Context: an optimization exercise on an open-source flow, tuned for small area. The choices shown serve that exercise and are no tape-out recipe. RTL that was checked went through simulation tests only; none was proved equivalent to the original. No functional check of the RTL was part of runs 1 to 4 and 7. Power figures rest on the tool's default switching activity, not on a simulated workload.

===== flow/run.sh =====
#!/bin/bash
# Standard synthesis and layout (standard.sh), with two layout choices changed:
#  - port buffers are buf_1 cells (the resizer may still upsize them);
#  - clock tree synthesis uses clkbuf_4 cells and inserts no dummy loads.
set -euo pipefail
bash standard.sh synth > synth.log 2>&1
bash standard.sh finish \
  "BUFFER_PORTS_ARGS=-buffer_cell sky130_fd_sc_hd__buf_1" \
  "CTS_ARGS=-sink_clustering_enable -repair_clock_nets -dont_use_dummy_load -buf_list sky130_fd_sc_hd__clkbuf_4" \
  > layout.log 2>&1

===== constraint.sdc =====
create_clock -name core_clock -period 5.0 [get_ports {clk}]
set_input_delay 1.0000 -clock core_clock [delete_from_list [all_inputs] [get_ports {clk}]]
set_output_delay 1.0000 -clock core_clock [all_outputs]
set_load 0.01 [all_outputs]

===== standard.sh =====
#!/bin/bash
# synth_recipe.tcl (not shown) runs the flow's synth.tcl, then flattens the netlist and writes it again
# the make line also repeats each setting of config.mk as NAME=value (left out here)
make -C /OpenROAD-flow-scripts/flow DESIGN_CONFIG=/design/flow/config.mk WORK_HOME=/design/flow/orfs CLKGATE_MAP_FILE= SYNTH_SCRIPT=/design/flow/synth_recipe.tcl "${@:-finish}"

===== config.mk =====
export PLATFORM = sky130hd
export DESIGN_NAME = top
export DESIGN_NICKNAME = top
export VERILOG_FILES = /design/flow/design.v
export SDC_FILE = /design/flow/constraint.sdc
export NUM_CORES = 4
export LEC_CHECK = 0
export CAP_MARGIN = 20
export CORE_MARGIN = 2
export CORE_UTILIZATION = 40
export GPL_TIMING_DRIVEN = 0
export SLEW_MARGIN = 20

===== design.v =====
module Debounce(
	input b,
	input clk,
	output reg d,
	output ex);
	reg s1, s0;
	assign ex = s1 & s0 & ~b;
	always @(posedge clk) begin
		s1 <= (s1 & ~s0) | (b & (s1 | s0));
		s0 <= ~s0 & (s1 ^ b);
		d <= ex;
	end
endmodule
module progmem(	input  clk,
		input  go,
		input  rst,
		output reg [11:0] data);
	reg [2:0] idx;
	reg p, e;
	wire top7 = &idx;
	wire sel8 = p & top7;
	wire nz   = p | e;
	wire inc  = p & ~top7;
	always @(posedge clk) begin
		p <= go ? ~sel8 : (~rst & sel8);
		e <= ~go & ~rst & ~sel8 & nz;
		idx[0] <= nz & (idx[0] ^ inc);
		idx[1] <= nz & (idx[1] ^ (inc & idx[0]));
		idx[2] <= nz & (idx[2] ^ (inc & idx[0] & idx[1]));
	end
	always @(*)
		case (idx)
			3'd0: data = 12'b000000000001;
			3'd1: data = 12'b100001000000;
			3'd2: data = 12'b010000000000;
			3'd3: data = 12'b010100000000;
			3'd4: data = 12'b110001000000;
			3'd5: data = 12'b110100010000;
			3'd6: data = 12'b010000000000;
			default: data = 12'b010100000000;
		endcase
endmodule
module top(	input [1:0]op,
		input [1:0]register,
		input [7:0]data,
		input clk,
		input go,
		input prog,
		input load,
		output reg [7:0]q);
	reg [7:0] R [0:3];
	reg [1:0] o;
	reg [1:0] r;
	reg [7:0] d;
	wire [11:0] rom;
	wire        ldpulse;
	wire        button;
	Debounce myButton (.b(go), .clk(clk), .d(button), .ex());
	Debounce loader (.b(load), .clk(clk), .d(ldpulse), .ex());
	progmem myProgram (.clk(clk), .go(ldpulse), .rst(prog), .data(rom));
	always @(posedge clk) begin
		o <= prog ? rom[11:10] : op;
		r <= prog ? rom[9:8] : register;
		d <= prog ? rom[7:0] : data;
	end
	wire [1:0] s = d[7:6];
	wire [1:0] m = d[5:4];
	wire [7:0] a = R[r];
	wire [7:0] b = R[s];
	wire imm  = (o == 2'b00);
	wire ar   = (o == 2'b11);
	wire andm = ar & (m == 2'b10);
	wire useA = ar & ~m[1];
	wire sub  = ar & (m == 2'b01);
	wire inv  = ar & m[0];
	wire [7:0] x = a & {8{useA}};
	wire [7:0] y = (imm ? d : b) ^ {8{inv}};
	wire [8:0] c;
	assign c[0] = sub;
	genvar i;
	generate for (i = 0; i < 8; i = i + 1) begin : fa
		assign c[i+1] = (x[i] & y[i]) | (x[i] & c[i]) | (y[i] & c[i]);
	end endgenerate
	wire [7:0] sum = x ^ y ^ c[7:0];
	wire [7:0] res = andm ? (a & b) : sum;
	wire we = button & (o != 2'b01) & ~(o == 2'b11 && m == 2'b11 && r != 2'b00);
	always @(posedge clk) begin
		if (button & (o == 2'b01))
			q <= a;
		if (we)
			R[r] <= res;
	end
endmodule

==> run summary, run 1 <==
* First-pass GRT wire length at a little under 10000 um
* Setup_tns at 0 ns
* Initial antenna violation count at 0
* Final Max Tran Viols at 0
* RSZ-0062 raised after global routing: no
* Leakage dissipation at about 1.1 nW
* Total CTS buffers at 9
* CP Buf/Inv Count at 2
* Number of synthesized register bits at between 60 and 70
* Boundary Pins at 24
* Hold-fix buffers, CTS at 0
* Unique cell type count in the Yosys netlist at 40
* Period utilization at just under 100%
* Max stage delay on crit path at roughly 0.55 ns
* Die H at about 91 um
* GP Congestion at roughly 0.83
* Pin count of the biggest net entering global routing at 11
* CTS tree: done
* Nets at around 290
* CP endpoint: R[2][7]
* DRC viols at 0
* Final std cells w/o fill at between 300 and 400
* Final Hold Vio Count at 0
* Normalized max-slew margin at approximately 47%
* Synthesis Warnings at 3
* Die ar. at approximately 8300 um2
* Worst Path Required at 5.12 ns
* CP Capture Type: flip-flop
* Mean Syn Cell Area at 13.45 um2
* Worst Reg2Reg Path Length in Cells at 17
* Top layer in use: met4
* CTS root buffer: clkbuf_4
* Cell depth of the worst setup path at 17
* Met3 wire length at around 240 um
* Setup Viol. Count Final at 0
* CP Cell Sequence: buf_12 > mux4_2 > xnor2_1 > nand2_1 > o21ai_2 > fa_2 > fa_1 > inv_1 > fa_1 > fa_1 > fa_2 > fa_2 > fa_2 > xor2_1 > xnor2_1 > nor3b_1 > a221o_1
* Vias per std cell at approximately 5.2
* Vias at roughly 1900
* Diodes inserted at 0
* Power Total at approximately 1 mW
* Register area share after synthesis at 55.58%
* Setup crit start kind: flip-flop
* PwrDens at between 200 and 300 nW/um2
* Setup Crit Path Kind: flip-flop to flip-flop
* Max VDD drop at approximately 0.14 mV
* Worst path most repeated cell: fa_2
* Row count at 31
* DRT Wirelength at roughly 6000 um
* GRT Overall Usage at between 15 and 20%
* Pin slew with the least headroom to its limit at just under 0.8 ns
* Area of the multi-input gates at 1289 um2
* Sequential cell area at roughly 1700 um2
* Grt total ovfl at 0
* Final worst path period need at approximately 5 ns
* Die Wd at slightly above 90 um
* Wl on met1 at approximately 2800 um
* Maximum clock rate at 205.2 MHz
* DR WL/cell at around 17 um
* Most used DFF post-synth: edfxtp_1
* CP max FO at 10
* Setup Skew at around 0.037 ns
* CP top delay family: adder cells
* Starting DRT DRC Count at 166
* Worst min path class: flip-flop to flip-flop
* Sink Count at 63
* Reg clk slew, reported paths at about 0.1 ns
* DP Cell Count at approximately 350
* Port-buffer cells at 22
* Synth-to-layout area growth at 10.63%
* DR WL met2 at ~2900 um
* Synthesized instance count at ~230
* DRT Pass-1 Iters at 4
* Vias in the first global route at ~1800
* Worst r2r src: d[6]
* CP Data Arrival Time at 5.00 ns
* Post-Synthesis Cell Area at just over 3000 um2
* Antenna Nets Post-Route at 0
* Htree depth at 3
* Post-synth net total at 250
* Max Buffers Root-to-Sink at 2
* Starting Density at roughly two fifths
* Status: finished clean
* CP max-delay cell: mux4_2
* Area of the core at ~7300 um2
* Max Cap Violations at 0
* Worst setup path startpoint: d[6]
* Skew-Pair Late Insertion Delay at 0.40 ns
* Hpwl dp at between 4000 and 5000 um
* Fillers at between 600 and 700
* Post-synth ARST share at 0%
* Number of flops mapped to enable cells by yosys at 42
* Reg2Reg Setup Slack at 0.13 ns
* Share of post-route cells with drive strength above 1 at between 15 and 20%
* FF-to-FF End: R[2][7]
cells by family after synthesis:
| kind of cell | after synthesis | share of synthesized area (%) |
|---|---|---|
| simple gates | 71 | 11.91 |
| mux | 25 | 15.14 |
| compound gates | 29 | 5.873 |
| fa+ha+maj | 9 | 5.459 |
| flops | 63 | 55.58 |
| xor+xnor | 12 | 3.474 |
| buf+inv | 16 | 2.564 |
report_power, final:
| group | internal (mW) | switching, mW | total (mW) | leakage (nW) |
|---|---|---|---|---|
| clock | 0.0836 | 0.157 | 0.241 | 0.0414 |
| sequential | 0.588 | 0.0156 | 0.604 | 0.556 |
| combinational | 0.0588 | 0.0741 | 0.133 | 0.494 |
worst min path at each step:
stage | from | to | slack, ns | cells after the start
floorplan | loader.s0 | loader.s0 | 0.42 | 1
global placement | loader.s0 | loader.s0 | 0.43 | 1
detailed placement | myButton.s0 | myButton.s0 | 0.45 | 1
CTS | myButton.s0 | myButton.s0 | 0.46 | 1
global route | loader.d | myProgram.e | 0.47 | 1
finish | myButton.s0 | myButton.s0 | 0.45 | 1
registers in the layout (all words and copies together) (netlist names), named ones only:
register	flops
myButton.s0	1
myButton.d	1
myProgram.p	1
o	2
myProgram.idx	3
loader.d	1
q	8
R	32
myProgram.e	1
d	8
r	2
loader.s0	1
metrics by stage:
stage | utilization (%) | area [um2] | setup WS, ns | hold slack [ns]
finish | 45.90 | 3347 | 0.1257 | 0.4526
global route | 45.90 | 3347 | 0.001499 | 0.4723
CTS | 45.81 | 3341 | 0.02933 | 0.4587
detailed placement | 44.47 | 3243 | -0.2458 | 0.4451
global placement | 44.32 | 3232 | -0.1806 | 0.4303
floorplan | - | 3025 | 0.2375 | 0.4186
cell usage after synthesis, drive strengths merged, types with 2 or more instances:
cell,count,area [um2]
nand3,2,10.01
nor2b,11,68.82
mux2i,6,60.06
clkbuf,5,18.77
fa,7,140.1
nand2b,3,18.77
xnor2,11,96.34
and2,6,37.54
nor4b,2,23.77
nor2,19,73.82
o21ai,4,20.02
nand2,21,78.83
a21oi,15,75.07
mux4,16,364.1
buf,6,40.03
dfxtp,21,420.4
edfxtp,42,1261
o22ai,5,31.28
mux2,3,33.78
ha,2,25.02
inv,5,18.77
layout make-up:
cell class                      count  area share, %
Timing Repair Buffer               24          2.841
Clock buffer                        9          2.019
Multi-Input combinational cell    146          38.50
Tap cell                           99          3.701
Inverter                            5         0.5607
Buffer                             11          2.019
Sequential cell                    63          50.36
cells in the final DEF (no fill, tap or decap), drive strengths merged:
cell,instances
nor3b,1
clkbuf,14
nor4,1
mux2,3
nand2,21
ha,2
dfxtp,21
edfxtp,42
nor2,19
o21ai,4
buf,30
xor2,1
and3b,1
a31o,1
a21oi,15
and2,6
o22ai,5
and3,1
a21boi,1
nand4b,1
mux4,16
a221o,1
mux2i,6
a211oi,1
inv,5
xnor2,11
nand2b,3
fa,7
nor4b,2
nor2b,11
or3,1
nor3,1
o31ai,1
nand3,2
metal layers:
layer / vias up / track usage (%)
met2: 33 / 24.63
met3: 5 / 3.402
li1: 891 / -
met5: - / 0
met1: 939 / 20.70
met4: 0 / 7.955
repair_timing:
action,CTS,global route
pin swaps,1,1
gates cloned,0,0
setup buffers,1,0
gates resized for setup,9,2
endpoints found under the setup margin,4,4
==> inputs of run 2 (changes only) <==
--- a/flow/run.sh
+++ b/flow/run.sh
@@ -7,4 +7,4 @@
 bash standard.sh finish \
   "BUFFER_PORTS_ARGS=-buffer_cell sky130_fd_sc_hd__buf_1" \
-  "CTS_ARGS=-sink_clustering_enable -repair_clock_nets -dont_use_dummy_load -buf_list sky130_fd_sc_hd__clkbuf_4" \
+  "CTS_ARGS=-sink_clustering_enable -repair_clock_nets -dont_use_dummy_load -buf_list sky130_fd_sc_hd__clkbuf_4 -sink_clustering_size 20 -sink_clustering_max_diameter 100" \
   > layout.log 2>&1
==> run 2 against run 1 <==
Net effect: first-iteration DRC count unchanged; still clean; hold slack unchanged; highest routed layer unchanged; cell count did not move; critical endpoint unchanged.
==> run summary, run 2 <==
* Synthesis Warnings at 3 (unchanged)
* Sink Count at 63 (unchanged)
* Biggest regs: R (32), d (8), q (8)
* Final Max Tran Viols at 0 (unchanged)
* Total CTS buffers at 9 (unchanged)
* Vias in the first global route at 1828 (unchanged)
* Worst min path class: flip-flop to flip-flop
* Share of post-route cells with drive strength above 1 at 18.22% (unchanged)
* Starting DRT DRC Count at 166 (unchanged)
* Post-Synthesis Cell Area at 3025 um2 (unchanged)
* Normalized max-slew margin at 47.41% (unchanged)
* Skew-Pair Late Insertion Delay at 0.40 ns (about the same)
* CP Data Arrival Time at 5.00 ns (about the same)
* Reg clk slew, reported paths at 0.10 ns (about the same)
* Max Cap Violations at 0 (unchanged)
* DP Cell Count at 347 (unchanged)
* Starting Density at 41.49% (unchanged)
* CTS tree: done
* Grt total ovfl at 0 (unchanged)
* Most frequent cells in the layout: edfxtp_1 (42), buf_1 (23), nand2_1 (20), dfxtp_1 (20), nor2_1 (18)
* Cell type with the largest total area after synthesis: edfxtp_1
* Port-buffer cells at 22 (unchanged)
* Maximum clock rate at 205.2 MHz (unchanged)
* Most common cell after layout, fill and taps aside: edfxtp_1
* Synthesized instance count at 225 (unchanged)
* Hpwl dp at 4336 um (unchanged)
* Htree depth at 3 (unchanged)
* Register area share after synthesis at 55.58% (unchanged)
* Pin slew with the least headroom to its limit at 0.7860 ns (unchanged)
* Unique cell type count in the Yosys netlist at 40 (unchanged)
* First-pass GRT wire length at 9680 um (unchanged)
* Worst Path Required at 5.12 ns (about the same)
* Count leader, synth: edfxtp_1
* Design area at 3347 um2 (unchanged)
* Antenna Nets Post-Route at 0 (unchanged)
* Vias at 1868 (unchanged)
* Die ar. at 8276 um2 (unchanged)
* Die Wd at 90.97 um (unchanged)
* Max VDD drop at 0.1378 mV (unchanged)
* Final Hold Vio Count at 0 (unchanged)
* Final worst path period need at 4.874 ns (unchanged)
* Vias per std cell at 5.232 (unchanged)
* DRC viols at 0 (unchanged)
* Setup crit start kind: flip-flop
* RSZ-0062 raised after global routing: no
* Diodes inserted at 0 (unchanged)
* Number of synthesized register bits at 63 (unchanged)
* Nets at 285 (unchanged)
* Boundary Pins at 24 (unchanged)
* Status: finished clean
* Setup Crit Path Kind: flip-flop to flip-flop
* Synth top area share at 41.69% (unchanged)
* Pin count of the biggest net entering global routing at 11 (unchanged)
* Post-synth net total at 250 (unchanged)
* CP Capture Type: flip-flop
* Post-synth ARST share at 0% (unchanged)
* Leakage dissipation at 1.092 nW (unchanged)
* Setup_tns at 0 ns (unchanged)
* Initial antenna violation count at 0 (unchanged)
* Area of the core at 7292 um2 (unchanged)
* Row count at 31 (unchanged)
* Synth top area cells: edfxtp_1 (42%), dfxtp_1 (14%), mux4_2 (11%)
* DRT Pass-1 Iters at 4 (unchanged)
* Max reg flops at 32 (unchanged)
* Most used DFF post-synth: edfxtp_1
* GP Congestion at 0.8251 (unchanged)
* Period utilization at 97.49% (unchanged)
* Mean Syn Cell Area at 13.45 um2 (unchanged)
* DR WL/cell at 16.85 um (unchanged)
* CTS root buffer: clkbuf_4
* Synth-to-layout area growth at 10.63% (unchanged)
* Setup Skew at 0.03651 ns (unchanged)
* DRT Wirelength at 6014 um (unchanged)
* Final std cells w/o fill at 357 (unchanged)
* Area of placed instances at 3243 um2 (unchanged)
* Number of flops mapped to enable cells by yosys at 42 (unchanged)
* Setup Viol. Count Final at 0 (unchanged)
* Max Buffers Root-to-Sink at 2 (unchanged)
* Fin util at 45.90% (unchanged)
* Die H at 90.97 um (unchanged)
* PwrDens at 291.9 nW/um2 (unchanged)
* CP max FO at 10 (unchanged)
* Hold WS at 0.4526 ns (unchanged)
* GRT Overall Usage at 15.73% (unchanged)
* Synth cell count leaders: edfxtp_1 (42), dfxtp_1 (21), nand2_1 (21)
* Reg with most FFs: R
-- run 2: cell counts after synthesis --
No cell type changed its count.
-- run 2: worst max-delay path, stage by stage (launching register included) --
cell and delay, ns:
dfxtp_4 0.39, buf_12 0.15, mux4_2 0.55, xnor2_1 0.15
nand2_1 0.09, o21ai_2 0.10, fa_2 0.22, fa_1 0.17
inv_1 0.06, fa_1 0.38, fa_1 0.39, fa_2 0.37
fa_2 0.38, fa_2 0.42, xor2_1 0.18, xnor2_1 0.20
nor3b_1 0.08, a221o_1 0.35
-- run 2: cells by family (layout without fill, tap and decap cells) --
kind of cell	after synthesis	after routing	share of synthesized area, %
AND/OR/NAND/NOR	71	71	11.91
flip-flops	63	63	55.58
AO/OA/AOI/OAI	29	29	5.873
multiplexers	25	25	15.14
buffers and inverters	16	49	2.564
XOR/XNOR	12	12	3.474
adder cells (fa/ha/maj)	9	9	5.459
-- run 2: through the flow --
| stage | power, mW | setup slack (ns) |
|---|---|---|
| 6_report | 0.9770 | 0.1257 |
| 3_3_place_gp | 0.7401 | -0.1806 |
| 4_1_cts | 0.9871 | 0.02933 |
| 5_1_grt | 1.028 | 0.001499 |
| 3_5_place_dp | 0.7441 | -0.2458 |
| 2_1_floorplan | 0.7060 | 0.2375 |
-- run 2: cell type report --
class | instances | area (um2)
Timing Repair Buffer | 24 | 95.09
Tap cell | 99 | 123.9
Clock buffer | 9 | 67.56
Sequential cell | 63 | 1685
Fill cell | 680 | 3945
Multi-Input combinational cell | 146 | 1289
Buffer | 11 | 67.56
Inverter | 5 | 18.77
-- run 2: layer usage --
metal | wire (um) | up-vias | global-route usage [%] | share of wire [%]
li1 | - | 891 | - | -
met1 | 2841 | 939 | 20.70 | 47
met2 | 2852 | 33 | 24.63 | 47
met3 | 236 | 5 | 3.402 | 3.9
met4 | 84 | 0 | 7.955 | 1.4
met5 | 0 | - | 0 | 0
-- run 2: final timing paths --
path                    start     endpoint  slack [ns]  cells after the start
setup / recovery         d[6]      R[2][7]        0.13                     17
hold / removal    myButton.s0  myButton.s0        0.45                      1
setup reg to reg         d[6]      R[2][7]        0.13                     17
hold reg to reg   myButton.s0  myButton.s0        0.45                      1
-- run 2: repair_timing --
| action | CTS | global route |
|---|---|---|
| endpoints found under the hold margin | 0 | 0 |
| hold buffers | 0 | 0 |
| buffers inserted | 1 | 0 |
| resized for setup | 9 | 2 |
| endpoints found under the setup margin | 4 | 4 |
| pin swaps | 1 | 1 |
-- run 2: power breakdown --
| group | internal, mW | leakage, nW | switching, mW | total [mW] |
|---|---|---|---|---|
| clock | 0.0836 | 0.0414 | 0.157 | 0.241 |
| combinational | 0.0588 | 0.494 | 0.0741 | 0.133 |
| sequential | 0.588 | 0.556 | 0.0156 | 0.604 |
==> inputs of run 3 (changes only) <==
--- a/flow/run.sh
+++ b/flow/run.sh
@@ -7,4 +7,4 @@
 bash standard.sh finish \
   "BUFFER_PORTS_ARGS=-buffer_cell sky130_fd_sc_hd__buf_1" \
-  "CTS_ARGS=-sink_clustering_enable -repair_clock_nets -dont_use_dummy_load -buf_list sky130_fd_sc_hd__clkbuf_4 -sink_clustering_size 20 -sink_clustering_max_diameter 100" \
+  "CTS_ARGS=-sink_clustering_enable -repair_clock_nets -dont_use_dummy_load -buf_list sky130_fd_sc_hd__clkbuf_8 -sink_clustering_size 32 -sink_clustering_max_diameter 150" \
   > layout.log 2>&1
==> run 3 against run 2 <==
Net effect: non-clock buffer count grew 1; cell area grew 1.7%; worst setup slack gained 0.047 ns; power grew 8.8%; clock-buffer cell count is the same; flip-flop and latch count is the same; register-to-register slack gained 0.05 ns; die area is the same; utilization grew 0.77 points; sequential share of layout area shrank 0.91 points; largest power group unchanged; synthesized area is the same; via count shrank 1.1%.
==> run summary, run 3 <==
* Most common cell after layout, fill and taps aside: edfxtp_1
* Mean Syn Cell Area at 13.45 um2 (unchanged)
* Vias at 1848 (-1.1%)
* Synthesis Warnings at 3 (unchanged)
* Leakage dissipation at 1.121 nW (+2.7%)
* CP max FO at 4 (-6)
* Normalized max-slew margin at 47.88% (+0.47 points)
* Count leader, synth: edfxtp_1
* Register area share after synthesis at 55.58% (unchanged)
* Grt total ovfl at 0 (unchanged)
* CP Data Arrival Time at 4.88 ns (-0.12 ns)
* GP Congestion at 0.8251 (unchanged)
* Comb power frac at 12.5% (-1.1 points)
* PwrDens at 312.2 nW/um2 (+7.0%)
* Pin count of the biggest net entering global routing at 11 (unchanged)
* Status: finished clean
* Sw frac at 24.00% (-1.2 points)
* Skew-Pair Late Insertion Delay at 0.33 ns (-0.07 ns)
* Min-delay src: myButton.s0
* Setup_tns at 0 ns (unchanged)
* GRT Overall Usage at 15.81% (+0.071 points)
* Psw at 0.2550 mW (+3.4%)
* Number of synthesized register bits at 63 (unchanged)
* Setup Skew at 0.02386 ns (-0.01265 ns)
* Nets at 286 (+0.35%)
* DRC viols at 0 (unchanged)
* Setup Crit Path Kind: flip-flop to flip-flop
* Pin slew with the least headroom to its limit at 0.7790 ns (-0.007034 ns)
* DRT Wirelength at 5989 um (-0.42%)
* Die ar. at 8276 um2 (unchanged)
* Cell type with the largest total area after synthesis: edfxtp_1
* CTS root buffer: clkbuf_8
* Boundary Pins at 24 (unchanged)
* DR WL/cell at 16.73 um (-0.69%)
* Design area at 3403 um2 (+1.7%)
* Synth top area cells: edfxtp_1 (42%), dfxtp_1 (14%), mux4_2 (11%)
* Final Hold Vio Count at 0 (unchanged)
* RSZ-0062 raised after global routing: no
* Max Cap Violations at 0 (unchanged)
* Share of post-route cells with drive strength above 1 at 18.92% (+0.70 points)
* Die H at 90.97 um (unchanged)
* Synth top area share at 41.69% (unchanged)
* Initial antenna violation count at 0 (unchanged)
* DRT Pass-1 Iters at 4 (unchanged)
* Sequential cell area at 1683 um2 (-0.15%)
* Synth-to-layout area growth at 12.49%
* CTS tree: done
* Synth cell count leaders: edfxtp_1 (42), dfxtp_1 (21), nand2_1 (21)
* Vias in the first global route at 1813 (-0.82%)
* Fillers at 672 (-1.2%)
* Reg clk slew, reported paths at 0.06 ns (-0.04 ns)
* CP Capture Type: flip-flop
* Sink Count at 63 (unchanged)
* Final worst path period need at 4.828 ns (-0.04653 ns)
* Synthesized instance count at 225 (unchanged)
* Diodes inserted at 0 (unchanged)
* Max VDD drop at 0.1437 mV (+4.3%)
* Clock power share at 30.6% (+6.0 points)
* Number of flops mapped to enable cells by yosys at 42 (unchanged)
* Most used DFF post-synth: edfxtp_1
* Die Wd at 90.97 um (unchanged)
* Most frequent cells in the layout: edfxtp_1 (42), buf_1 (22), nand2_1 (20), dfxtp_1 (20), nor2_1 (18)
* Register share of total power at 56.9% (-4.9 points)
* Starting Density at 41.49% (unchanged)
* Setup crit start kind: flip-flop
* Unique cell type count in the Yosys netlist at 40 (unchanged)
* Biggest regs: R (32), d (8), q (8)
* Post-synth ARST share at 0% (unchanged)
* Final Max Tran Viols at 0 (unchanged)
* Period utilization at 96.56% (-0.93 points)
* Starting DRT DRC Count at 94 (-43%)
* Row count at 31 (unchanged)
* Power Total at 1.063 mW (+8.8%)
* Worst min path class: flip-flop to flip-flop
* Area of placed instances at 3243 um2 (unchanged)
* Area of the core at 7292 um2 (unchanged)
* First-pass GRT wire length at 9694 um (+0.14%)
* Post-Synthesis Cell Area at 3025 um2 (unchanged)
* Htree depth at 3 (unchanged)
* Worst Path Required at 5.05 ns (-0.07 ns)
* Max reg flops at 32 (unchanged)
* Post-synth net total at 250 (unchanged)
* Worst setup path startpoint: d[6]
* Area of the multi-input gates at 1289 um2 (unchanged)
* Pint at 0.8076 mW (+11%)
* Max Buffers Root-to-Sink at 2 (unchanged)
* Total CTS buffers at 9 (unchanged)
* Port-buffer cells at 22 (unchanged)
* Worst r2r src: d[6]
* Setup Viol. Count Final at 0 (unchanged)
* Vias per std cell at 5.162 (-1.3%)
* Maximum clock rate at 207.1 MHz (+0.96%)
* Reg with most FFs: R
* Hpwl dp at 4336 um (unchanged)
* Antenna Nets Post-Route at 0 (unchanged)
run 3: worst max-delay path: stages (launching register included):
cell and delay (ns):
dfxtp_2 0.37, buf_6 0.12, mux4_2 0.54, xnor2_1 0.15, nand2_1 0.09, o21ai_2 0.10, fa_2 0.22, fa_1 0.17
inv_1 0.06, fa_1 0.38, fa_1 0.39, fa_2 0.37, fa_2 0.38, fa_2 0.41, xor2_1 0.18, xnor2_1 0.20
nor3b_1 0.08, a221o_1 0.35
run 3: cell type report:
class / instances / area share (%)
Inverter: 5 / 0.5515
Timing Repair Buffer: 25 / 3.015
Clock buffer: 9 / 3.640
Tap cell: 99 / 3.640
Multi-Input combinational cell: 146 / 37.87
Sequential cell: 63 / 49.45
Buffer: 11 / 1.838
run 3: kinds of logic after synthesis:
logic type	Yosys count	synth area share, %
and+or+nand+nor	71	11.91
DFF	63	55.58
AOI/OAI and AO/OA	29	5.873
muxes	25	15.14
buffers and inverters	16	2.564
xor gates and xnor gates	12	3.474
adders and majority gates	9	5.459
run 3: what timing repair did:
action                                  4_1_cts  5_1_grt
pin swaps                                     1        1
setup buffers                                 2        0
endpoints found under the setup margin        4        4
resized for setup                             3        7
hold buffers                                  0        0
run 3: final timing paths:
kind                            slack [ns]  cells after the start     endpoint
worst max register to register        0.17                     17      R[2][7]
worst min register to register        0.45                      1  myButton.s0
worst max-delay path                  0.17                     17      R[2][7]
worst min-delay path                  0.45                      1  myButton.s0
run 3: per-layer routing:
layer | vias to the layer above | global-route usage [%] | share of wire, %
li1 | 891 | - | -
met1 | 910 | 20.76 | 48
met2 | 39 | 24.81 | 47
met3 | 8 | 4.149 | 4.0
met4 | 0 | 6.818 | 1.5
met5 | - | 0 | 0
run 3: power groups by stage:
stage | registers [mW] | logic, mW | clock network [mW]
after global routing | 0.607 | 0.148 | 0.362
after CTS | 0.605 | 0.132 | 0.337
final | 0.605 | 0.133 | 0.325
after floorplan | 0.611 | 0.0949 | 0
after global placement | 0.614 | 0.126 | 0
after detailed placement | 0.615 | 0.129 | 0
run 3: stage by stage:
step	utilization (%)	hold WS (ns)	std cells	setup slack, ns
after floorplan	-	0.4186	225	0.2375
after global placement	44.32	0.4303	346	-0.1806
after detailed placement	44.47	0.4451	347	-0.2458
after CTS	46.47	0.4534	358	0.008377
after global routing	46.67	0.4657	358	0.03492
final	46.67	0.4476	358	0.1722
==> inputs of run 4 (changes only) <==
--- a/design.v
+++ b/design.v
@@ -74,6 +74,6 @@
 	wire sub  = ar & (m == 2'b01);
 	wire inv  = ar & m[0];
-	wire [7:0] x = a & {8{useA}};
-	wire [7:0] y = (imm ? d : b) ^ {8{inv}};
+	wire [7:0] x = imm ? d : (a & ({8{useA}} | (b & {8{andm}})));
+	wire [7:0] y = (b ^ {8{inv}}) & {8{~imm & ~andm}};
 	wire [8:0] c;
 	assign c[0] = sub;
@@ -83,5 +83,5 @@
 	end endgenerate
 	wire [7:0] sum = x ^ y ^ c[7:0];
-	wire [7:0] res = andm ? (a & b) : sum;
+	wire [7:0] res = sum;
 	wire we = button & (o != 2'b01) & ~(o == 2'b11 && m == 2'b11 && r != 2'b00);
 	always @(posedge clk) begin
--- a/flow/run.sh
+++ b/flow/run.sh
@@ -7,4 +7,4 @@
 bash standard.sh finish \
   "BUFFER_PORTS_ARGS=-buffer_cell sky130_fd_sc_hd__buf_1" \
-  "CTS_ARGS=-sink_clustering_enable -repair_clock_nets -dont_use_dummy_load -buf_list sky130_fd_sc_hd__clkbuf_8 -sink_clustering_size 32 -sink_clustering_max_diameter 150" \
+  "CTS_ARGS=-sink_clustering_enable -repair_clock_nets -dont_use_dummy_load -buf_list sky130_fd_sc_hd__clkbuf_4" \
   > layout.log 2>&1
==> run 4 against run 3 <==
Net effect: clock power decreased by about 30%; via count decreased by 3.6%; still clean; largest power group unchanged; critical endpoint is now R[0][7]; sequential share of layout area increased by 2.0 points.
==> run summary, run 4 <==
* Status: finished clean
* Pin count of the biggest net entering global routing at 11 (unchanged)
* Synth top area share at 42.46% (+0.77 points)
* Starting DRT DRC Count at 88 (-6.4%)
* Unique cell type count in the Yosys netlist at 37 (-7.5%)
* Mean Syn Cell Area at 14.35 um2 (+6.7%)
* DRC viols at 0 (unchanged)
* Adder-Cell Fraction of Synth Area at 5.560% (+0.10 points)
* Most frequent cells in the layout: edfxtp_1 (42), buf_1 (22), nand2_1 (21), dfxtp_1 (21), nor2_1 (14)
* Worst path most repeated cell: fa_1
* Vias at 1782 (-3.6%)
* Area fraction in compound gates after synthesis at 6.150% (+0.28 points)
* Total CTS buffers at 9 (unchanged)
* DRT Pass-1 Iters at 4 (unchanged)
* CP Cell Sequence: buf_6 > mux4_1 > nand2_1 > nand2_1 > a22oi_1 > fa_1 > fa_1 > inv_1 > fa_1 > fa_1 > fa_1 > fa_1 > fa_1 > xnor2_1 > xnor2_2
* Diodes inserted at 0 (unchanged)
* Most used DFF post-synth: edfxtp_1
* Largest family of logic cells by synthesized area: multiplexers
* Number of synthesized register bits at 63 (unchanged)
* XOR/XNOR Fraction of Synth Area at 1.769% (-1.7 points)
* Maximum clock rate at 208.8 MHz (+0.79%)
* Synth cell count leaders: edfxtp_1 (42), dfxtp_1 (21), nand2_1 (21)
* Synth-to-layout area growth at 10.07%
* Skew-Pair Late Insertion Delay at 0.41 ns (+0.08 ns)
* Vias per std cell at 5.272 (+2.1%)
* Design area at 3269 um2 (-3.9%)
* Row count at 31 (unchanged)
* Post-synth net total at 232 (-7.2%)
* Initial antenna violation count at 0 (unchanged)
* Leakage dissipation at 1.193 nW (+6.5%)
* Area of placed instances at 3191 um2 (-1.6%)
* Post-synth ARST share at 0% (unchanged)
* Register area share after synthesis at 56.61% (+1.0 points)
* Hpwl dp at 4166 um (-3.9%)
* Final worst path period need at 4.790 ns (-0.03791 ns)
* Share of post-route cells with drive strength above 1 at 13.39% (-5.5 points)
* Die Wd at 90.18 um (-0.87%)
* Sink Count at 63 (unchanged)
* Most common cell after layout, fill and taps aside: edfxtp_1
* Simple-Gate Fraction of Synth Area at 9.309% (-2.6 points)
* Reg clk slew, reported paths at 0.10 ns (+0.04 ns)
* GRT Overall Usage at 16.09% (+0.29 points)
* Mux contribution to synthesized area at 16.85% (+1.7 points)
* Area of the multi-input gates at 1191 um2 (-7.6%)
* Reg with most FFs: R
* Pin slew with the least headroom to its limit at 0.9299 ns (+0.1510 ns)
* Fillers at 656 (-2.4%)
* Final Max Tran Viols at 0 (unchanged)
* Htree depth at 3 (unchanged)
* Port-buffer cells at 22 (unchanged)
* Area of the core at 7214 um2 (-1.1%)
* Hold WS at 0.4416 ns (-0.006031 ns)
* Post-Synthesis Cell Area at 2970 um2 (-1.8%)
* Period utilization at 95.80% (-0.76 points)
* Max stage delay on crit path at 0.63 ns (+0.09 ns)
* Worst min path class: flip-flop to flip-flop
* Postcts setup bufs at 0 (-2)
* Boundary Pins at 24 (unchanged)
* DRT Wirelength at 5955 um (-0.57%)
* Starting Density at 41.17% (-0.32 points)
* Final Hold Vio Count at 0 (unchanged)
* Max VDD drop at 0.1290 mV (-10%)
* RSZ-0062 raised after global routing: no
* Fin util at 45.32% (-1.4 points)
* Biggest regs: R (32), d (8), q (8)
* CP Data Arrival Time at 4.92 ns (+0.04 ns)
* Synthesized instance count at 207 (-8.0%)
* Count leader, synth: edfxtp_1
* PwrDens at 297.2 nW/um2 (-4.8%)
* DP Cell Count at 329 (-5.2%)
* First-pass GRT wire length at 9604 um (-0.93%)
* Number of flops mapped to enable cells by yosys at 42 (unchanged)
* Max Buffers Root-to-Sink at 2 (unchanged)
* Setup crit start kind: flip-flop
* GP Congestion at 0.7819 (-5.2%)
* Setup_tns at 0 ns (unchanged)
* Max reg flops at 32 (unchanged)
* Nets at 266 (-7.0%)
* CP max-delay cell: mux4_1
* Die H at 90.18 um (-0.87%)
* CTS tree: done
* Sequential cell area at 1682 um2 (about the same)
* DR WL/cell at 17.62 um (+5.3%)
* Final std cells w/o fill at 338 (-5.6%)
* Vias in the first global route at 1786 (-1.5%)
* Setup Skew at 0.04310 ns (+0.01925 ns)
* Setup Crit Path Kind: flip-flop to flip-flop
* CTS root buffer: clkbuf_4
* Max Cap Violations at 0 (unchanged)
* Die ar. at 8132 um2 (-1.7%)
* Synthesis Warnings at 3 (unchanged)
* Normalized max-slew margin at 37.78% (-10 points)
* Grt total ovfl at 0 (unchanged)
* Worst Path Required at 5.13 ns (+0.08 ns)
* Setup Viol. Count Final at 0 (unchanged)
* Synth top area cells: edfxtp_1 (42%), dfxtp_1 (14%), mux4_2 (6.8%)
* CP max FO at 9 (+5)
* CP Capture Type: flip-flop
* Cell type with the largest total area after synthesis: edfxtp_1
* Antenna Nets Post-Route at 0 (unchanged)
## run 4: cells by family after synthesis
group | after synthesis
AO/OA/AOI/OAI | 24
XOR/XNOR | 6
adder cells (fa/ha/maj) | 9
buffers and inverters | 21
flip-flops | 63
multiplexers | 27
AND/OR/NAND/NOR | 57
## run 4: final cells by class
type	count	area share [%]
well taps	99	3.789
inverters	10	1.148
flip-flops and latches	63	51.43
multi-input cells	123	36.43
repair buffers	23	2.755
clock buffers	9	2.067
plain buffers	11	2.373
## run 4: metrics by stage
stage / total power, mW / setup WS [ns]
after floorplan: 0.7106 / 0.5928
after global placement: 0.7469 / 0.1590
after detailed placement: 0.7508 / 0.1218
after CTS: 0.9837 / 0.09363
after global routing: 1.019 / 0.01761
final: 0.9716 / 0.2102
## run 4: power by group
part | switching, mW | internal, mW | leakage [nW] | total [mW]
combinational | 0.0735 | 0.0611 | 0.596 | 0.135
sequential | 0.0149 | 0.593 | 0.556 | 0.608
clock | 0.146 | 0.0832 | 0.0414 | 0.229
total | 0.235 | 0.737 | 1.19 | 0.972
## run 4: timing repair
| action | in CTS | in global routing |
|---|---|---|
| endpoints found under the hold margin | 0 | 0 |
| gates resized for setup | 0 | 4 |
| hold buffers | 0 | 0 |
| endpoints found under the setup margin | 0 | 4 |
## run 4: final timing paths
| path | to | from | depth (start not counted) | slack, ns |
|---|---|---|---|---|
| worst max-delay path | R[0][7] | d[6] | 15 | 0.21 |
| worst min-delay path | loader.d | loader.s0 | 2 | 0.44 |
| worst max register to register | R[0][7] | d[6] | 15 | 0.21 |
| worst min register to register | loader.d | loader.s0 | 2 | 0.44 |
## run 4: critical path: cells and delay by family (launching register included)
family,cells,cell delay [ns]
adder cells (fa/ha/maj),7,2.54
XOR/XNOR,2,0.41
buffers and inverters,2,0.23
AO/OA/AOI/OAI,1,0.22
flip-flops,1,0.34
AND/OR/NAND/NOR,2,0.15
multiplexers,1,0.63
## run 4: layer usage
| layer | vias up | routed length [um] | global-route usage [%] |
|---|---|---|---|
| met5 | - | 0 | 0 |
| met4 | 0 | 141 | 6.923 |
| met3 | 13 | 316 | 5.616 |
| met2 | 54 | 2875 | 26.00 |
| met1 | 880 | 2622 | 19.63 |
| li1 | 835 | - | - |
==> inputs of run 5 (changes only) <==
--- a/design.v
+++ b/design.v
@@ -5,8 +5,8 @@
 	output ex);
 	reg s1, s0;
-	assign ex = s1 & s0 & ~b;
+	assign ex = s1 & ~s0 & ~b;
 	always @(posedge clk) begin
-		s1 <= (s1 & ~s0) | (b & (s1 | s0));
-		s0 <= ~s0 & (s1 ^ b);
+		s0 <= b;
+		s1 <= (s1 & s0) | (s1 & b) | (s0 & b);
 		d <= ex;
 	end
@@ -17,12 +17,11 @@
 		output reg [11:0] data);
 	reg [2:0] idx;
-	reg p, e;
+	reg nz, p;
 	wire top7 = &idx;
 	wire sel8 = p & top7;
-	wire nz   = p | e;
 	wire inc  = p & ~top7;
 	always @(posedge clk) begin
-		p <= go ? ~sel8 : (~rst & sel8);
-		e <= ~go & ~rst & ~sel8 & nz;
+		nz <= go ? ~sel8 : (~rst & nz);
+		p  <= go ? ~sel8 : (~rst & sel8);
 		idx[0] <= nz & (idx[0] ^ inc);
 		idx[1] <= nz & (idx[1] ^ (inc & idx[0]));
==> run 5 against run 4 <==
Net effect: via count is 2.7% lower; register-to-register slack better by 0.05 ns; wire length decreased by 6.5%; clock-buffer cell count stayed put; worst setup slack better by 0.053 ns; non-clock buffer count rose by 1; combinational power decreased by 4%; fmax is 1.1% higher; power down 1.6%; critical path type unchanged; highest routed layer unchanged.
==> run summary, run 5 <==
* Status: finished clean
* Most common cell after layout, fill and taps aside: edfxtp_1
* Worst setup path startpoint: d[6]
* XOR/XNOR Fraction of Synth Area at 1.190% (-0.58 points)
* CP max FO at 9 (unchanged)
* Unique cell type count in the Yosys netlist at 40 (+8.1%)
* Max Cap Violations at 0 (unchanged)
* CP max-delay cell: mux4_2
* DRT Pass-1 Iters at 4 (unchanged)
* Adder-Cell Fraction of Synth Area at 6.290% (+0.73 points)
* GRT Overall Usage at 14.76% (-1.3 points)
* Largest family of logic cells by synthesized area: multiplexers
* Hpwl dp at 3991 um (-4.2%)
* Count leader, synth: edfxtp_1
* CP Capture Type: flip-flop
* Normalized max-slew margin at 46.56% (+8.8 points)
* Most frequent cells in the layout: edfxtp_1 (40), dfxtp_1 (23), buf_1 (23)
* Antenna Nets Post-Route at 0 (unchanged)
* Max reg flops at 32 (unchanged)
* Leakage dissipation at 1.203 nW (+0.81%)
* Pin count of the biggest net entering global routing at 11 (unchanged)
* Cell type with the largest total area after synthesis: edfxtp_1
* DRC viols at 0 (unchanged)
* Final Hold Vio Count at 0 (unchanged)
* Setup Skew at 0.02805 ns (-0.01505 ns)
* Setup crit start kind: flip-flop
* First-pass GRT wire length at 8811 um (-8.3%)
* Vias in the first global route at 1685 (-5.7%)
* PwrDens at 293.0 nW/um2 (-1.4%)
* Grt total ovfl at 0 (unchanged)
* Die ar. at 8062 um2 (-0.85%)
* CP Data Arrival Time at 4.85 ns (-0.07 ns)
* Vias per std cell at 5.207 (-1.2%)
* Most used DFF post-synth: edfxtp_1
* Worst Path Required at 5.12 ns (about the same)
* Min-delay src: loader.s0
* Post-Synthesis Cell Area at 2944 um2 (-0.88%)
* CP Cell Sequence: buf_6 > mux4_2 > mux2i_1 > a22oi_1 > fa_1 > fa_1 > inv_1 > fa_1 > fa_2 > fa_1 > fa_1 > fa_1 > xnor2_2 > xnor2_2
* Hold Path End: loader.d
* Row count at 31 (unchanged)
* Design area at 3262 um2 (-0.23%)
* Initial antenna violation count at 0 (unchanged)
* Biggest regs: R (32), d (8), q (8)
* CTS tree: done
* DRT Wirelength at 5567 um (-6.5%)
* Synth cell count leaders: edfxtp_1 (40), dfxtp_1 (23), nand2_1 (19)
* Skew-Pair Late Insertion Delay at 0.40 ns (about the same)
* Maximum clock rate at 211.1 MHz (+1.1%)
* Sink Count at 63 (unchanged)
* Share of post-route cells with drive strength above 1 at 15.38% (+2.0 points)
* Starting DRT DRC Count at 78 (-11%)
* Area of placed instances at 3168 um2 (-0.71%)
* Mean Syn Cell Area at 14.65 um2 (+2.1%)
* Fillers at 652 (-0.61%)
* RSZ-0062 raised after global routing: no
* Setup_tns at 0 ns (unchanged)
* Reg with most FFs: R
* Synthesis Warnings at 3 (unchanged)
* Boundary Pins at 24 (unchanged)
* Reg2Reg Setup Slack at 0.26 ns (+0.05 ns)
* Final worst path period need at 4.737 ns (-0.05274 ns)
* Htree depth at 3 (unchanged)
* GP Congestion at 0.7623 (-2.5%)
* Max Buffers Root-to-Sink at 2 (unchanged)
* Max stage delay on crit path at 0.56 ns (-0.07 ns)
* Post-synth ARST share at 0% (unchanged)
* Setup Viol. Count Final at 0 (unchanged)
* Simple-Gate Fraction of Synth Area at 8.585% (-0.72 points)
* Worst path most repeated cell: fa_1
* Register area share after synthesis at 56.44% (-0.17 points)
* Final Max Tran Viols at 0 (unchanged)
* Number of synthesized register bits at 63 (unchanged)
* Area fraction in compound gates after synthesis at 6.715% (+0.56 points)
* Max VDD drop at 0.1170 mV (-9.3%)
* Synth top area share at 40.80% (-1.7 points)
* DR WL/cell at 16.72 um (-5.1%)
* CP Buf/Inv Count at 2 (unchanged)
* Nets at 261 (-1.9%)
* CP top delay family: adder cells
* Worst min path class: flip-flop to flip-flop
* Mux contribution to synthesized area at 17.00% (+0.15 points)
* CTS root buffer: clkbuf_4
* FF-to-FF End: R[1][7]
* Synth top area cells: edfxtp_1 (41%), dfxtp_1 (16%), mux4_2 (6.9%)
* Vias at 1734 (-2.7%)
* Synth-to-layout area growth at 10.79%
* Reg clk slew, reported paths at 0.10 ns (about the same)
* Area of the core at 7176 um2 (-0.54%)
* Number of flops mapped to enable cells by yosys at 40 (-4.8%)
* Diodes inserted at 0 (unchanged)
* Total CTS buffers at 9 (unchanged)
* Number of cells on the worst hold path at 1 (-1)
* Sequential cell area at 1662 um2 (-1.2%)
* Die H at 89.79 um (-0.43%)
* Pin slew with the least headroom to its limit at 0.7987 ns (-0.1312 ns)
* Starting Density at 41.03% (-0.14 points)
* Fin util at 45.46% (+0.14 points)
* Port-buffer cells at 23 (+4.5%)
* Area of the multi-input gates at 1196 um2 (+0.42%)
* Setup Crit Path Kind: flip-flop to flip-flop
* Worst Reg2Reg Path Length in Cells at 14 (-1)
* Worst r2r src: d[6]
* Synthesized instance count at 201 (-2.9%)
* Die Wd at 89.79 um (-0.43%)
* Period utilization at 94.74% (-1.1 points)
* Post-synth net total at 226 (-2.6%)
* Hold-fix buffers, CTS at 0 (unchanged)
* Postcts setup bufs at 0 (unchanged)
run 5: cell types whose count changed after synthesis, moves of 2 or more:
cell	delta
and2_1	+2
dfxtp_1	+2
edfxtp_1	-2
maj3_1	+2
nand2_1	-2
nor2_1	-7
nor2b_1	-2
nor3b_1	+2
xnor2_1	-3
run 5: metrics by stage:
step                setup WS, ns  power (mW)  hold WS, ns  instances
floorplan                 0.5192      0.6891       0.3976        201
global placement         0.05779      0.7247       0.4073        323
detailed placement     0.0004294      0.7273       0.4138        324
CTS                      0.01142      0.9653       0.4010        333
global route             0.05249       1.000       0.4333        333
finish                    0.2629      0.9557       0.4053        333
run 5: cell families after synthesis:
kind of cell             after synthesis
AO/OA/AOI/OAI                         26
XOR/XNOR                               4
adder cells (fa/ha/maj)               11
buffers and inverters                 21
flip-flops                            63
multiplexers                          27
AND/OR/NAND/NOR                       49
run 5: layout make-up:
| type | count | share of cell area (%) |
|---|---|---|
| Sequential cell | 63 | 50.94 |
| Clock buffer | 9 | 2.071 |
| Buffer | 11 | 2.493 |
| Tap cell | 99 | 3.797 |
| Multi-Input combinational cell | 117 | 36.67 |
| Inverter | 10 | 1.151 |
| Timing Repair Buffer | 24 | 2.877 |
run 5: how the worst max path moves through the flow:
| stage | to | cells past startpoint | slack [ns] |
|---|---|---|---|
| detailed placement | R[2][7] | 13 | 0.0004 |
| finish | R[1][7] | 14 | 0.26 |
| floorplan | R[0][7] | 15 | 0.52 |
| global placement | R[1][7] | 13 | 0.06 |
| global route | R[1][7] | 15 | 0.05 |
| CTS | R[3][7] | 15 | 0.01 |
run 5: worst reg2reg max path: stages (launching register included):
cell and delay, ns:
dfxtp_1 0.34, buf_6 0.16, mux4_2 0.57, mux2i_1 0.15, a22oi_1 0.21, fa_1 0.25, fa_1 0.17, inv_1 0.05
fa_1 0.39, fa_2 0.39, fa_1 0.47, fa_1 0.47, fa_1 0.48, xnor2_2 0.22, xnor2_2 0.12
run 5: layer usage:
layer	routed length, um	global-route usage, %	vias up
li1	-	-	829
met1	2583	19.02	860
met2	2636	22.98	37
met3	264	5.532	8
met4	83	5.385	0
met5	0	0	-
run 5: what timing repair did:
action | 4_1_cts | 5_1_grt
resized for setup | 1 | 7
endpoints found under the setup margin | 4 | 4
endpoints found under the hold margin | 0 | 0
run 5: power by group:
group	switching (mW)	internal [mW]	leakage, nW	total, mW
clock network	0.150	0.0834	0.0414	0.234
logic	0.0690	0.0600	0.607	0.129
registers	0.0103	0.583	0.555	0.593
==> inputs of run 6 (changes only) <==
--- a/design.v
+++ b/design.v
@@ -10,4 +10,23 @@
 		s1 <= (s1 & s0) | (s1 & b) | (s0 & b);
 		d <= ex;
+	end
+endmodule
+module GoButton(
+	input b,
+	input clk,
+	input rd,
+	input [1:0] r,
+	output pr,
+	output [1:0] rs,
+	output ex);
+	reg s1, s0, p;
+	assign ex = ~p & s1 & ~s0 & ~b;
+	assign pr = p;
+	assign rs = {s1, s0};
+	wire pn = ex & rd;
+	always @(posedge clk) begin
+		p <= pn;
+		s0 <= pn ? r[0] : b;
+		s1 <= pn ? r[1] : (~p & ((s1 & s0) | (s1 & b) | (s0 & b)));
 	end
 endmodule
@@ -49,21 +68,19 @@
 		output reg [7:0]q);
 	reg [7:0] R [0:3];
-	reg [1:0] o;
-	reg [1:0] r;
-	reg [7:0] d;
+	wire      pend;
+	wire [1:0] rs;
 	wire [11:0] rom;
 	wire        ldpulse;
-	wire        button;
-	Debounce myButton (.b(go), .clk(clk), .d(button), .ex());
+	wire        ex;
+	GoButton myButton (.b(go), .clk(clk), .rd(o == 2'b01), .r(r), .pr(pend), .rs(rs), .ex(ex));
 	Debounce loader (.b(load), .clk(clk), .d(ldpulse), .ex());
 	progmem myProgram (.clk(clk), .go(ldpulse), .rst(prog), .data(rom));
-	always @(posedge clk) begin
-		o <= prog ? rom[11:10] : op;
-		r <= prog ? rom[9:8] : register;
-		d <= prog ? rom[7:0] : data;
-	end
+	wire [1:0] o = prog ? rom[11:10] : op;
+	wire [1:0] r = prog ? rom[9:8] : register;
+	wire [7:0] d = prog ? rom[7:0] : data;
 	wire [1:0] s = d[7:6];
 	wire [1:0] m = d[5:4];
-	wire [7:0] a = R[r];
+	wire [1:0] asel = pend ? rs : r;
+	wire [7:0] a = R[asel];
 	wire [7:0] b = R[s];
 	wire imm  = (o == 2'b00);
@@ -81,9 +98,8 @@
 		assign c[i+1] = (x[i] & y[i]) | (x[i] & c[i]) | (y[i] & c[i]);
 	end endgenerate
-	wire [7:0] sum = x ^ y ^ c[7:0];
-	wire [7:0] res = sum;
-	wire we = button & (o != 2'b01) & ~(o == 2'b11 && m == 2'b11 && r != 2'b00);
+	wire [7:0] res = x ^ y ^ c[7:0];
+	wire we = ex & (o != 2'b01) & ~(o == 2'b11 && m == 2'b11 && r != 2'b00);
 	always @(posedge clk) begin
-		if (button & (o == 2'b01))
+		if (pend)
 			q <= a;
 		if (we)
--- a/flow/run.sh
+++ b/flow/run.sh
@@ -7,4 +7,4 @@
 bash standard.sh finish \
   "BUFFER_PORTS_ARGS=-buffer_cell sky130_fd_sc_hd__buf_1" \
-  "CTS_ARGS=-sink_clustering_enable -repair_clock_nets -dont_use_dummy_load -buf_list sky130_fd_sc_hd__clkbuf_4" \
+  "CTS_ARGS=-sink_clustering_enable -repair_clock_nets -dont_use_dummy_load -buf_list sky130_fd_sc_hd__clkbuf_8" \
   > layout.log 2>&1
==> run 6 against run 5 <==
Net effect: still clean; fmax down 1.4%; non-clock buffer count up 4; register-to-register slack better by 0.03 ns; clock-buffer cell count down 4; die area down 6.6%; sequential power down 18%; first-iteration DRC count up 71%; critical endpoint unchanged.
==> run summary, run 6 <==
* Port-buffer cells at 23 (unchanged)
* CP Capture Type: flip-flop
* CTS tree: done
* Row count at 30 (-3.2%)
* Initial antenna violation count at 0 (unchanged)
* Area of the core at 6719 um2 (-6.4%)
* Area fraction in compound gates after synthesis at 10.87% (+4.2 points)
* Pin slew with the least headroom to its limit at 0.8776 ns (+0.07886 ns)
* Sink Count at 51 (-19%)
* Synth-to-layout area growth at 15.30%
* GP Congestion at 0.8582 (+13%)
* CTS root buffer: clkbuf_8
* Setup Skew at 0.01191 ns (-0.01614 ns)
* Max Buffers Root-to-Sink at 2 (unchanged)
* Status: finished clean
* Vias per std cell at 5.462 (+4.9%)
* Number of flops mapped to enable cells by yosys at 40 (unchanged)
* XOR/XNOR Fraction of Synth Area at 3.836% (+2.6 points)
* Cell type with the largest total area after synthesis: edfxtp_1
* Fillers at 598 (-8.3%)
* DRC viols at 0 (unchanged)
* Diodes inserted at 0 (unchanged)
* First-pass GRT wire length at 8714 um (-1.1%)
* Normalized max-slew margin at 41.28% (-5.3 points)
* Final worst path period need at 4.803 ns (+0.06581 ns)
* Skew-Pair Late Insertion Delay at 0.30 ns (-0.10 ns)
* Die Wd at 86.77 um (-3.4%)
* Worst Path Required at 5.04 ns (-0.08 ns)
* Post-Synthesis Cell Area at 2740 um2 (-6.9%)
* Final Hold Vio Count at 0 (unchanged)
* Leakage dissipation at 1.172 nW (-2.6%)
* Mean Syn Cell Area at 12.80 um2 (-13%)
* Setup Crit Path Kind: primary input to flip-flop
* Unique cell type count in the Yosys netlist at 48 (+20%)
* Max Cap Violations at 0 (unchanged)
* Htree depth at 2 (-1)
* Hpwl dp at 3966 um (-0.62%)
* Most common cell after layout, fill and taps aside: edfxtp_1
* CP Buf/Inv Count at 3 (+1)
* Synth top area cells: edfxtp_1 (44%), dfxtp_1 (8.0%), mux4_2 (5.8%)
* Die H at 86.77 um (-3.4%)
* Synthesis Warnings at 4 (+1)
* Starting DRT DRC Count at 133 (+71%)
* Pin count of the biggest net entering global routing at 16 (+5)
* Register area share after synthesis at 51.87% (-4.6 points)
* Adder-Cell Fraction of Synth Area at 6.393% (+0.10 points)
* CP Data Arrival Time at 4.85 ns (about the same)
* Synth cell count leaders: edfxtp_1 (40), nand2_1 (25), a21oi_1 (15)
* Hold-fix buffers, CTS at 0 (unchanged)
* GRT Overall Usage at 15.77% (+1.0 points)
* Synthesized instance count at 214 (+6.5%)
* Starting Density at 40.78% (-0.25 points)
* CP max FO at 6 (-3)
* Final Max Tran Viols at 0 (unchanged)
* Setup crit start kind: primary input
* Largest family of logic cells by synthesized area: simple AND/OR/NAND/NOR gates
* Reg with most FFs: R
* RSZ-0062 raised after global routing: no
* Vias at 1808 (+4.3%)
* Boundary Pins at 24 (unchanged)
* Biggest regs: R (32), q (8), myProgram.idx (3)
* Worst min path class: flip-flop to flip-flop
* Max stage delay on crit path at 0.57 ns (about the same)
* Total CTS buffers at 5 (-4)
* Reg clk slew, reported paths at 0.09 ns (about the same)
* Grt total ovfl at 0 (unchanged)
* Max VDD drop at 0.09622 mV (-18%)
* PwrDens at 263.4 nW/um2 (-10%)
* Most used DFF post-synth: edfxtp_1
* CP Cell Sequence: buf_6 > o211ai_1 > o21ai_2 > mux2i_4 > mux4_2 > a21oi_2 > fa_2 > fa_2 > inv_1 > fa_2 > fa_2 > fa_2 > fa_2 > inv_2 > fa_2 > xnor2_2 > xnor2_2
* Period utilization at 96.06% (+1.3 points)
* Most frequent cells in the layout: edfxtp_1 (40), nand2_1 (25), buf_1 (21)
* Mux contribution to synthesized area at 11.83% (-5.2 points)
* Synth top area share at 43.84% (+3.0 points)
* DR WL/cell at 17.05 um (+2.0%)
* Number of synthesized register bits at 51 (-19%)
* Antenna Nets Post-Route at 0 (unchanged)
* DRT Wirelength at 5645 um (+1.4%)
* Simple-Gate Fraction of Synth Area at 11.87% (+3.3 points)
* Fin util at 47.02% (+1.6 points)
* Post-synth net total at 239 (+5.8%)
* Die ar. at 7528 um2 (-6.6%)
* Share of post-route cells with drive strength above 1 at 23.90% (+8.5 points)
* Post-synth ARST share at 0% (unchanged)
* Setup Viol. Count Final at 0 (unchanged)
* Max reg flops at 32 (unchanged)
* CP max-delay cell: mux4_2
* Maximum clock rate at 208.2 MHz (-1.4%)
* DRT Pass-1 Iters at 4 (unchanged)
* CP top delay family: adder cells
* Worst path most repeated cell: fa_2
* DP Cell Count at 318 (-1.9%)
* Final std cells w/o fill at 331 (-0.60%)
* Nets at 278 (+6.5%)
* Vias in the first global route at 1687 (+0.12%)
* Count leader, synth: edfxtp_1
* Power Total at 0.8321 mW (-13%)
[run 6: worst reg2reg max path, cell delays in order, from the launching register on]
cell	delay, ns
dfxtp_1	0.77
mux2i_4	0.37
mux4_2	0.57
a21oi_2	0.18
fa_2	0.23
fa_2	0.19
inv_1	0.05
fa_2	0.34
fa_2	0.43
fa_2	0.41
fa_2	0.36
inv_2	0.07
fa_2	0.22
xnor2_2	0.13
xnor2_2	0.12
[run 6: per-layer routing]
metal	up-vias	part of all wire (%)	GRT usage, %
li1	863	-	-
met1	884	40	19.52
met2	52	53	27.90
met3	9	4.6	2.571
met4	0	2.4	5.398
met5	-	0	0
[run 6: cell type report]
type                            instances  area, um2  share of cell area [%]
Tap cell                               80      100.1                   3.168
Multi-Input combinational cell        147       1294                   40.95
Sequential cell                        51       1421                   44.99
Buffer                                  7      76.32                   2.416
Clock buffer                            5      68.82                   2.178
Timing Repair Buffer                   32      162.7                   5.149
Inverter                                9      36.28                   1.149
[run 6: per-stage QoR]
step	setup TNS [ns]	cell area [um2]	worst slack [ns]	hold WS [ns]
6_report	0	3159	0.1971	0.4328
5_1_grt	0	3159	0.04108	0.4662
4_1_cts	0	3074	0.01229	0.4419
3_5_place_dp	-6.224	2949	-0.7328	0.4350
3_3_place_gp	-5.860	2937	-0.7050	0.4124
2_1_floorplan	0	2750	0.05103	0.3976
[run 6: worst paths after layout]
check                           startpoint  endpoint  slack, ns  cells past startpoint
worst min register to register   loader.s0  loader.d       0.43                      1
worst max-delay path                  prog   R[1][7]       0.20                     17
worst min-delay path             loader.s0  loader.d       0.43                      1
worst max register to register  myButton.p   R[1][7]       0.29                     14
[run 6: cells by family after synthesis]
group	Yosys count
mux	20
compound gates	41
simple gates	64
xor+xnor	12
fa+ha+maj	10
buf+inv	16
flops	51
[run 6: what timing repair did]
action / in CTS / in global routing
pin swaps: 2 / 10
endpoints found under the setup margin: 8 / 8
gates resized for setup: 6 / 17
setup buffers: 5 / 4
[run 6: where the power goes]
part / switching (mW) / internal, mW
Combinational: 0.0753 / 0.0596
Clock: 0.122 / 0.0905
Sequential: 0.00592 / 0.479
==> inputs of run 7 (changes only) <==
==> design.v (replaced) <==
module Debounce(
	input b,
	input clk,
	output reg d,
	output ex);
	reg s1, s0;
	assign ex = s1 & ~s0 & ~b;
	always @(posedge clk) begin
		s0 <= b;
		s1 <= (s1 & s0) | (s1 & b) | (s0 & b);
		d <= ex;
	end
endmodule
module GoButton(
	input b,
	input clk,
	input rd,
	input [1:0] r,
	output pr,
	output [1:0] rs,
	output ex);
	reg s1, s0, p;
	assign ex = ~p & s1 & ~s0 & ~b;
	assign pr = p;
	assign rs = {s1, s0};
	wire pn = ex & rd;
	always @(posedge clk) begin
		p <= pn;
		s0 <= pn ? r[0] : b;
		s1 <= pn ? r[1] : (~p & ((s1 & s0) | (s1 & b) | (s0 & b)));
	end
endmodule
module progmem(	input  clk,
		input  go,
		input  rst,
		output reg [2:0] idx);
	reg nz, p;
	wire top7 = &idx;
	wire sel8 = p & top7;
	wire inc  = p & ~top7;
	always @(posedge clk) begin
		nz <= go ? ~sel8 : (~rst & nz);
		p  <= go ? ~sel8 : (~rst & sel8);
		idx[0] <= nz & (idx[0] ^ inc);
		idx[1] <= nz & (idx[1] ^ (inc & idx[0]));
		idx[2] <= nz & (idx[2] ^ (inc & idx[0] & idx[1]));
	end
endmodule
module top(	input [1:0]op,
		input [1:0]register,
		input [7:0]data,
		input clk,
		input go,
		input prog,
		input load,
		output reg [7:0]q);
	reg [7:0] R [0:3];
	wire      pend;
	wire [1:0] rs;
	wire [2:0] k;
	wire       ldpulse;
	wire       ex;
	wire       rd;
	wire [1:0] r;
	GoButton myButton (.b(go), .clk(clk), .rd(rd), .r(r), .pr(pend), .rs(rs), .ex(ex));
	Debounce loader (.b(load), .clk(clk), .d(ldpulse), .ex());
	progmem myProgram (.clk(clk), .go(ldpulse), .rst(prog), .idx(k));
	wire k0 = (k == 3'd0);
	wire k1 = (k == 3'd1);
	wire k5 = (k == 3'd5);
	wire kar = (k[2:1] == 2'b10);
	wire [1:0] m = data[5:4];
	wire nar = (op == 2'b11);
	assign rd = prog ? k[1] : (op == 2'b01);
	assign r = prog ? {1'b0, k[0] & (k[1] | k[2])} : register;
	wire [1:0] s = prog ? {1'b0, k1 | (k == 3'd4)} : data[7:6];
	wire imm_n = ~prog & (op == 2'b00);
	wire imm_p = prog & k0;
	wire useA = prog ? kar : (nar & ~m[1]);
	wire andm = ~prog & nar & (m == 2'b10);
	wire sub  = prog ? k5 : (nar & (m == 2'b01));
	wire inv  = prog ? k5 : (nar & m[0]);
	wire wr   = prog ? ~k[1] : ((op != 2'b01) & ~(nar && m == 2'b11 && register != 2'b00));
	wire [1:0] asel = pend ? rs : r;
	wire [7:0] a = R[asel];
	wire [7:0] b = R[s];
	wire [7:0] x = (data & {8{imm_n}}) | {7'd0, imm_p} | (a & ({8{useA}} | (b & {8{andm}})));
	wire [7:0] y = (b ^ {8{inv}}) & {8{~imm_n & ~imm_p & ~andm}};
	wire [8:0] c;
	assign c[0] = sub;
	genvar i;
	generate for (i = 0; i < 8; i = i + 1) begin : fa
		assign c[i+1] = (x[i] & y[i]) | (x[i] & c[i]) | (y[i] & c[i]);
	end endgenerate
	wire [7:0] res = x ^ y ^ c[7:0];
	wire we = ex & wr;
	always @(posedge clk) begin
		if (pend)
			q <= a;
		if (we)
			R[r] <= res;
	end
endmodule
--- a/flow/run.sh
+++ b/flow/run.sh
@@ -2,5 +2,5 @@
 # Standard synthesis and layout (standard.sh), with two layout choices changed:
 #  - port buffers are buf_1 cells (the resizer may still upsize them);
-#  - clock tree synthesis uses clkbuf_4 cells and inserts no dummy loads.
+#  - clock tree synthesis uses clkbuf_8 cells and inserts no dummy loads.
 set -euo pipefail
 bash standard.sh synth > synth.log 2>&1
==> run 7 against run 6 <==
Net effect: the layout now fails its checks (negative setup slack); clock skew fell by 0.00072 ns; synthesized area fell by 3.2%; clock power hardly changed; die area down 3.0%; non-clock buffer count is 8 lower; via count is 12% lower; clock-buffer cell count did not move; largest cell class unchanged; synthesized cell count decreased by 14%; wire length down 6.3%; utilization rose by 0.43 points; fmax decreased by 6.9%; first-iteration DRC count down 47%.
==> run summary, run 7 <==
* DR WL/cell at 17.94 um (+5.2%)
* Initial antenna violation count at 0 (unchanged)
* Share of post-route cells with drive strength above 1 at 21.10% (-2.8 points)
* Biggest regs: R (32), q (8), myProgram.idx (3)
* Sequential cell area at 1421 um2 (unchanged)
* DRC viols at 0 (unchanged)
* PwrDens at 265.9 nW/um2 (+0.94%)
* Maximum clock rate at 193.8 MHz (-6.9%)
* Setup Skew at 0.01120 ns (-0.0007150 ns)
* Area of the core at 6386 um2 (-5.0%)
* Setup Viol. Count Final at 8 (+8)
* GR Layer Usage met2 at 26.49% (-1.4 points)
* Mean Syn Cell Area at 14.34 um2 (+12%)
* Max VDD drop at 0.1629 mV (+69%)
* Setup crit start kind: primary input
* Row count at 29 (-3.3%)
* First-pass GRT wire length at 8362 um (-4.0%)
* Most frequent cells in the layout: edfxtp_1 (40), nand2_1 (30), buf_1 (21)
* Synthesized instance count at 185 (-14%)
* Worst Setup Slack, final at -0.1607 ns (-0.3578 ns)
* Vias in the first global route at 1595 (-5.5%)
* Worst path most repeated cell: fa_2
* Most used DFF post-synth: edfxtp_1
* CP max-delay cell: mux4_2
* CTS tree: done
* Starting Density at 41.54% (+0.75 points)
* Reg clk slew, reported paths at 0.09 ns (about the same)
* Number of flops mapped to enable cells by yosys at 40 (unchanged)
* DRT Wirelength at 5291 um (-6.3%)
* Number of synthesized register bits at 51 (unchanged)
* Max reg flops at 32 (unchanged)
* Design area at 3030 um2 (-4.1%)
* Final Hold Vio Count at 0 (unchanged)
* Pin slew with the least headroom to its limit at 0.9301 ns (+0.05248 ns)
* Worst Reg2Reg Path Length in Cells at 15 (+1)
* Period utilization at 103.2% (+7.2 points)
* Final worst path period need at 5.161 ns (+0.3578 ns)
* Die H at 85.44 um (-1.5%)
* Leakage dissipation at 1.105 nW (-5.7%)
* CP Data Arrival Time at 5.19 ns (+0.34 ns)
* Register area share after synthesis at 53.58% (+1.7 points)
* GP Congestion at 0.7601 (-11%)
* Hold Path End: loader.d
* CP max FO at 5 (-1)
* Cell type with the largest total area after synthesis: edfxtp_1
* Htree depth at 2 (unchanged)
* Synthesis Warnings at 4 (unchanged)
* Pin count of the biggest net entering global routing at 15 (-1)
* Die ar. at 7299 um2 (-3.0%)
* Unique cell type count in the Yosys netlist at 46 (-4.2%)
* Min-delay src: loader.s0
* CP Cell Sequence: buf_8 > and2b_1 > a21oi_4 > mux4_2 > xor2_1 > nand2_1 > fa_2 > fa_2 > fa_2 > fa_2 > fa_2 > fa_2 > fa_2 > xor2_2 > xnor2_2
* Status: finished with violations
* Hold-fix buffers, CTS at 0 (unchanged)
* Synth cell count leaders: edfxtp_1 (40), nand2_1 (30), dfxtp_1 (11)
* Total CTS buffers at 5 (unchanged)
* Synth top area share at 45.28% (+1.4 points)
* Reg2Reg Setup Slack at 0.12 ns (-0.17 ns)
* GRT Overall Usage at 15.47% (-0.30 points)
* Starting DRT DRC Count at 71 (-47%)
* SO Viols: negative setup slack
* Hold WS at 0.4266 ns (-0.006209 ns)
* Post-synth net total at 210 (-12%)
* Vias per std cell at 5.397 (-1.2%)
* Count leader, synth: edfxtp_1
* Hpwl dp at 3573 um (-9.9%)
* FF-to-FF End: R[3][7]
* Skew-Pair Late Insertion Delay at 0.30 ns (about the same)
* Fillers at 573 (-4.2%)
* Met3 global-route usage at 3.016% (+0.44 points)
* RSZ-0062 raised after global routing: yes
run 7: where the power goes:
group	leakage, nW	switching [mW]	internal (mW)
Sequential	0.455	0.00567	0.476
Combinational	0.614	0.0628	0.0478
Clock	0.0359	0.122	0.0906
Total	1.11	0.191	0.615
run 7: routing by layer:
layer	vias up	part of all wire (%)	wire length [um]
li1	763	-	-
met1	805	45	2367
met2	15	52	2725
met3	9	2.3	124
met4	0	1.4	74
met5	-	0	0
run 7: final cells by class:
class | instances | share of cell area (%)
plain buffers | 3 | 1.032
clock buffers | 5 | 2.271
inverters | 9 | 1.115
multi-input cells | 122 | 40.79
flip-flops and latches | 51 | 46.90
well taps | 77 | 3.179
repair buffers | 28 | 4.707
run 7: stage by stage:
step / power (mW) / setup slack (ns) / cells / utilization (%) / setup TNS, ns
after floorplan: 0.5627 / -0.4126 / 185 / - / -2.922
final: 0.8056 / -0.1607 / 295 / 47.45 / -0.8023
after CTS: 0.8090 / -0.1766 / 292 / 46.94 / -0.9298
after global routing: 0.8465 / -0.3175 / 295 / 47.45 / -1.966
after detailed placement: 0.5925 / -0.9965 / 285 / 44.61 / -9.289
after global placement: 0.5923 / -1.093 / 285 / 44.61 / -10.79
run 7: how the worst max path moves through the flow:
| stage | slack [ns] | depth (start not counted) | to | startpoint |
|---|---|---|---|---|
| finish | -0.16 | 15 | R[3][7] | prog |
| floorplan | -0.41 | 14 | R[0][7] | prog |
| global route | -0.32 | 15 | R[3][7] | prog |
| CTS | -0.18 | 15 | R[3][7] | prog |
| global placement | -1.09 | 14 | R[3][7] | prog |
| detailed placement | -1.0 | 14 | R[3][7] | prog |
run 7: kinds of logic after synthesis:
logic type	share of synthesized area (%)
and+or+nand+nor	10.80
muxes	15.80
AOI/OAI and AO/OA	6.651
xor gates and xnor gates	4.245
adders and majority gates	6.603
DFF	53.58
buffers and inverters	2.311
run 7: worst register-to-register path, cell delays in order (launching register included):
cell,delay (ns)
dfxtp_1,0.33
buf_8,0.13
xor2_2,0.18
a21oi_4,0.19
mux4_2,0.55
xor2_1,0.16
nand2_1,0.10
fa_2,0.39
fa_2,0.37
fa_2,0.37
fa_2,0.37
fa_2,0.38
fa_2,0.39
fa_2,0.38
xor2_2,0.17
xnor2_2,0.17
run 7: repair_timing:
item                                    CTS  global route
pin swaps                                 2             0
endpoints found under the setup margin   12             8
gates resized for setup                  13             2
setup buffers                             2             3

Check on run 7: ideal ports give -0.161 ns setup slack; a clkbuf_16 on the clock port and buf_2 on the inputs give -0.186 ns; moving port delays by the midpoint clock arrival (0.323 ns) as well gives -0.508 ns.
